What follows belongs to an exercise in optimizing a design on an open flow for small area and a short achievable clock period; a production flow would make more cautious choices.
Only simulation tests tie the RTL to the original design; equivalence was not proved.
No activity file was given, so power comes from the tool's default toggle rates.

Design alu, start of the top module:
module alu #(
    parameter INST_W = 4,
    parameter INT_W  = 6,
    parameter FRAC_W = 10,
    parameter DATA_W = INT_W + FRAC_W
)(
    input                      i_clk,
    input                      i_rst_n,
    input                      i_in_valid,
    output                     o_busy,
    input         [INST_W-1:0] i_inst,
    input  signed [DATA_W-1:0] i_data_a,
    input  signed [DATA_W-1:0] i_data_b,
    output                     o_out_valid,
    output        [DATA_W-1:0] o_data
);
Size in the first run: ~2400 cells after synthesis, ~530 flip-flops, about 57 I/O pins, roughly 28000 µm² of cells after synthesis.
==> flow/config.mk <==
export PLATFORM = sky130hd
export DESIGN_NAME = alu
export DESIGN_NICKNAME = alu
export VERILOG_FILES = /design/flow/design.v
export SDC_FILE = /design/flow/constraint.sdc
export NUM_CORES = 4
export LEC_CHECK = 0
export ABC_CLOCK_PERIOD_IN_PS = 3500
export CAP_MARGIN = 20
export CORE_MARGIN = 2
export CORE_UTILIZATION = 55
export CTS_BUF_LIST = sky130_fd_sc_hd__clkbuf_4 sky130_fd_sc_hd__clkbuf_8
export SETUP_SLACK_MARGIN = 5
export SLEW_MARGIN = 20
export TNS_END_PERCENT = 10
==> flow/constraint.sdc <==
create_clock -name core_clock -period 8.5 [get_ports {i_clk}]
set_input_delay 1.7000 -clock core_clock [delete_from_list [all_inputs] [get_ports {i_clk}]]
set_output_delay 1.7000 -clock core_clock [all_outputs]
set_load 0.01 [all_outputs]
run.sh (not shown) runs the stock make flow with config.mk's settings and CLKGATE_MAP_FILE= SYNTH_SCRIPT=/design/flow/synth_recipe.tcl, a recipe that flattens the netlist after the stock synthesis.
The first run ran to the end with no violations.
Change:
- CORE_UTILIZATION: 55 -> 50
- CTS_BUF_LIST: sky130_fd_sc_hd__clkbuf_4 sky130_fd_sc_hd__clkbuf_8 -> not set
- TNS_END_PERCENT: 10 -> not set
What happened:
- The new run went through all stages and came out clean
- final area is higher by 3.8%
- routed wire length is higher by 3.6%
- count of clock-buffer cells in the layout is lower by 59
- register-to-register slack gains 0.07 ns
- worst setup slack gains 0.15 ns
- clock power is about the same
- power is higher by 3.9%
- global-route usage is lower by 2.5 points
- maximum frequency is higher by 3.9%
- final cell count is higher by 0.68%

---

Setup of job 101:
alu, a different RTL version from the one above (not shown whole).
Size: about 2300 cells after synthesis, about 530 flip-flops, ~57 I/O pins.
==> flow/design.v (excerpt) <==
module alu #(
    parameter INST_W = 4,
    parameter INT_W  = 6,
    parameter FRAC_W = 10,
    parameter DATA_W = INT_W + FRAC_W
)(
    input                      i_clk,
    input                      i_rst_n,
    input                      i_in_valid,
    output                     o_busy,
    input         [INST_W-1:0] i_inst,
    input  signed [DATA_W-1:0] i_data_a,
    input  signed [DATA_W-1:0] i_data_b,
    output                     o_out_valid,
    output        [DATA_W-1:0] o_data
);
    reg busy_r;      
    reg ovalid_r;
    always @(posedge i_clk or negedge i_rst_n) begin
        if (!i_rst_n) begin
            busy_r   <= 1'b0;
            ovalid_r <= 1'b0;
        end else begin
            busy_r   <= i_in_valid;
            ovalid_r <= busy_r;
        end
    end
    assign o_busy      = busy_r;
    assign o_out_valid = ovalid_r;
    wire [3:0]  op = i_inst;
    wire [15:0] a  = i_data_a;
    wire [15:0] b  = i_data_b;
    wire op_add = (op == 4'd0);
    wire op_sub = (op == 4'd1);
    wire op_mul = (op == 4'd2);
    wire op_acc = (op == 4'd3);
    wire op_sp  = (op == 4'd4);
    wire op_xor = (op == 4'd5);
    wire op_rs  = (op == 4'd6);
    wire op_lr  = (op == 4'd7);
    wire op_clz = (op == 4'd8);
    wire op_rm  = (op == 4'd9);
    wire a_neg   = a[15];
    wire a_hi    = ~a_neg & (|a[14:11]);           
    wire a_p0    = ~a_neg & ~(|a[14:11]);          
    wire a_m1    = a_neg & (&a[14:10]);            
    wire a_m2    = a_neg & (&a[14:11]) & ~a[10];   
    wire a_m3    = a_neg & (&a[14:12]) & ~a[11] & a[10];   
    wire sp_mid = a_p0 | a_m1 | a_m2 | a_m3;
  ...
Settings: LEC_CHECK=0, ABC_CLOCK_PERIOD_IN_PS=3500, CAP_MARGIN=20, CORE_MARGIN=2, CORE_UTILIZATION=50, SETUP_SLACK_MARGIN=4.8, SLEW_MARGIN=20; clock period 8.5 ns.
Input-level comparison between job 102 and job 101:
diff --git a/flow/config.mk b/flow/config.mk
--- a/flow/config.mk
+++ b/flow/config.mk
@@ -7,3 +7,3 @@
 export LEC_CHECK = 0
-export ABC_CLOCK_PERIOD_IN_PS = 3500
+export ABC_AREA = 1
 export CAP_MARGIN = 20
@@ -11,3 +11,4 @@
 export CORE_UTILIZATION = 50
-export SETUP_SLACK_MARGIN = 4.8
+export CTS_BUF_LIST = sky130_fd_sc_hd__clkbuf_8
+export SETUP_SLACK_MARGIN = 5
 export SLEW_MARGIN = 20
--- outcome ---
Per the comparison of job 102 with job 101, met2 layer wire length in the routed design went up about 10%, area enclosed by the die boundary went up about 3.8%, arrival time at the worst endpoint went down 0.16 ns.
Job 102 vs. job 101: final critical-path required period went down by 0.24 ns.
The worst-margin pin slew in job 102 sits 0.069 ns below the value recorded for job 101.
Compared with job 101, in job 102 flip-flop and latch count after synthesis barely changed, pin count of the biggest net entering global routing climbed 2.5%, number of instances resized during post-cts repair climbed about 65%.
A most common cell after layout, fill and taps aside of sky130_fd_sc_hd__edfxtp_1 is what job 101 shows, while sky130_fd_sc_hd__nand2_1 belongs to job 102.
Delta (job 102 minus job 101): total power has increased, area added between synthesis and finish has increased.
The inputs of job 103 differ from those of job 102 as listed below.
==> flow/flow/run.sh (new file) <==
#!/bin/bash
# The standard layout (the standard.sh, all ORFS steps to finish), with one
# change: the port buffers are made as buf_2 cells instead of the slow delay
# buffer ORFS's port buffering picks by default. The tools' full output goes
# to flow_standard.log.
set -euo pipefail
bash standard.sh BUFFER_PORTS_ARGS="-buffer_cell sky130_fd_sc_hd__buf_2" finish > flow_standard.log 2>&1
==> flow/standard.sh (new file) <==
#!/bin/bash
# synth_recipe.tcl (not shown) runs the flow's synth.tcl, then flattens the netlist and writes it again
# the make line also repeats each setting of config.mk as NAME=value (left out here)
make -C /OpenROAD-flow-scripts/flow DESIGN_CONFIG=/design/flow/config.mk WORK_HOME=/design/flow/orfs CLKGATE_MAP_FILE= SYNTH_SCRIPT=/design/flow/synth_recipe.tcl "${@:-finish}"
diff --git a/flow/config.mk b/flow/config.mk
--- a/flow/config.mk
+++ b/flow/config.mk
@@ -7,3 +7,3 @@
 export LEC_CHECK = 0
-export ABC_AREA = 1
+export ABC_CLOCK_PERIOD_IN_PS = 3500
 export CAP_MARGIN = 20
@@ -12,3 +12,4 @@
 export CTS_BUF_LIST = sky130_fd_sc_hd__clkbuf_8
-export SETUP_SLACK_MARGIN = 5
+export SETUP_SLACK_MARGIN = 4.8
 export SLEW_MARGIN = 20
+export TNS_END_PERCENT = 20
removed: flow/run.sh
--- outcome ---
In the metrics for job 102 and job 103, the one carrying the higher global routing usage summed across all routing layers is job 102. STATUS worst hold slack: job 103 wins against job 102. Of job 102 and job 103, job 103 shows the higher multiplexer share of the synthesized area, with job 102 below it. Job 103 ended up with mr[52] as its worst setup path endpoint; job 102 ended up with mr[64]. Sort job 102 and job 103 by count of buffers not belonging to the clock network in the layout, ascending, and job 103 comes first. Note that the gate count after technology mapping recorded for job 102 amounts to 1.2 times the value seen in job 103. Comparing register-to-register slack for job 102 and job 103, the bigger number came from job 102. The lower sum of routed wire length over all layers of job 102 and job 103 is in job 103. Higher well-tap cell count goes to job 102 over job 103.
Modified inputs, job 104 compared to job 103
==> flow/run.sh (new file) <==
#!/bin/bash
# synth_recipe.tcl (not shown) runs the flow's synth.tcl, then flattens the netlist and writes it again
# the make line also repeats each setting of config.mk as NAME=value (left out here)
make -C /OpenROAD-flow-scripts/flow DESIGN_CONFIG=/design/flow/config.mk WORK_HOME=/design/flow/orfs CLKGATE_MAP_FILE= SYNTH_SCRIPT=/design/flow/synth_recipe.tcl finish
==> flow/config.mk <==
export PLATFORM = sky130hd
export DESIGN_NAME = alu
export DESIGN_NICKNAME = alu
export VERILOG_FILES = /design/flow/design.v
export SDC_FILE = /design/flow/constraint.sdc
export NUM_CORES = 4
export LEC_CHECK = 0
export ABC_AREA = 1
export CAP_MARGIN = 20
export CORE_MARGIN = 2
export CORE_UTILIZATION = 58
export CTS_BUF_LIST = sky130_fd_sc_hd__clkbuf_8
export SETUP_SLACK_MARGIN = 5
export SLEW_MARGIN = 20
removed: flow/flow/run.sh
removed: flow/standard.sh
On floorplan core area: job 104 sits below job 103. Job 103 -> job 104: detailed-route via count increased by more than 10%. Compared with job 103, in job 104 final critical-path share of the clock period -1.4 points, wire length after detailed routing +15%, cell area +8.3%, tightest slew margin relative to the limit +8.4 points. Job 104 vs. job 103: worst setup margin has increased, global-route track usage on met2 has increased, wire length on met2 has increased, minimum clock period after layout has decreased, sequential share of layout area has decreased.
Here is what was changed in the inputs of job 105 compared with job 104.
diff --git a/flow/config.mk b/flow/config.mk
--- a/flow/config.mk
+++ b/flow/config.mk
@@ -7,7 +7,6 @@
 export LEC_CHECK = 0
-export ABC_AREA = 1
+export ABC_CLOCK_PERIOD_IN_PS = 3500
 export CAP_MARGIN = 20
 export CORE_MARGIN = 2
-export CORE_UTILIZATION = 58
-export CTS_BUF_LIST = sky130_fd_sc_hd__clkbuf_8
+export CORE_UTILIZATION = 50
 export SETUP_SLACK_MARGIN = 5
[summary]
Job 105 does better than job 104 on total power.
The clock skew after layout of job 104 and that of job 105 are within noise of each other.
Cell count after synthesis: job 105 and job 104 compared, higher one is job 104
Relative to job 104, the transition at the pin with the smallest max-transition slack of job 105 is higher by 0.11 ns.
Comparing flip-flop and latch share of the layout cell area for job 105 and job 104, the smaller number came from job 104.
Looking at layout-stage area growth over the synthesis result across job 105 and job 104, the one that comes out higher is job 105.
Hold slack sits higher in job 105 than in job 104.
Against job 104, maximum achievable frequency in job 105 came out worse.
Compared with job 104, in job 105 number of H-tree levels saw a decrease; highest fanout seen on the critical path saw a decrease.

[static timing again, ports no longer ideal]
The flow's constraints put no driver on any port. The routed layouts listed below were extracted and timed again, unchanged, in two steps. Step 1: set_driving_cell puts a clkbuf_16 on i_clk and a buf_2 on each other input, an assumption about the parent block. Step 2 times the ports against the registers' clock, not the clock port: input delays grow and output delays shrink by t, the midpoint of the rising clock arrivals with the driver on. Slacks: ideal / step 1 / step 2; pairs: ideal / step 1.
| run | shift t [ns] | slack for setup (ns) | slew at the worst register clock pin (ns) |
|---|---|---|---|
| the first run of note 1 | 0.745 | 4.641 / 4.673 / 3.928 | 0.07 / 0.07 |
| the second run of note 1 | 0.677 | 4.786 / 4.786 / 4.240 | 0.07 / 0.07 |
| job 101 | 0.673 | 4.668 / 4.668 / 4.166 | 0.07 / 0.07 |
| job 102 | 0.742 | 4.905 / 4.915 / 4.173 | 0.07 / 0.07 |
| job 103 | 0.732 | 4.665 / 4.592 / 3.860 | 0.07 / 0.07 |
| job 104 | 0.736 | 4.785 / 4.818 / 4.082 | 0.07 / 0.07 |
| job 105 | 0.666 | 4.762 / 4.762 / 4.264 | 0.07 / 0.07 |
After both steps setup and hold are still met in every run listed. For job 103, which loses most, drivers alone change the setup slack by -0.073 ns; drivers and shift together by -0.805 ns.
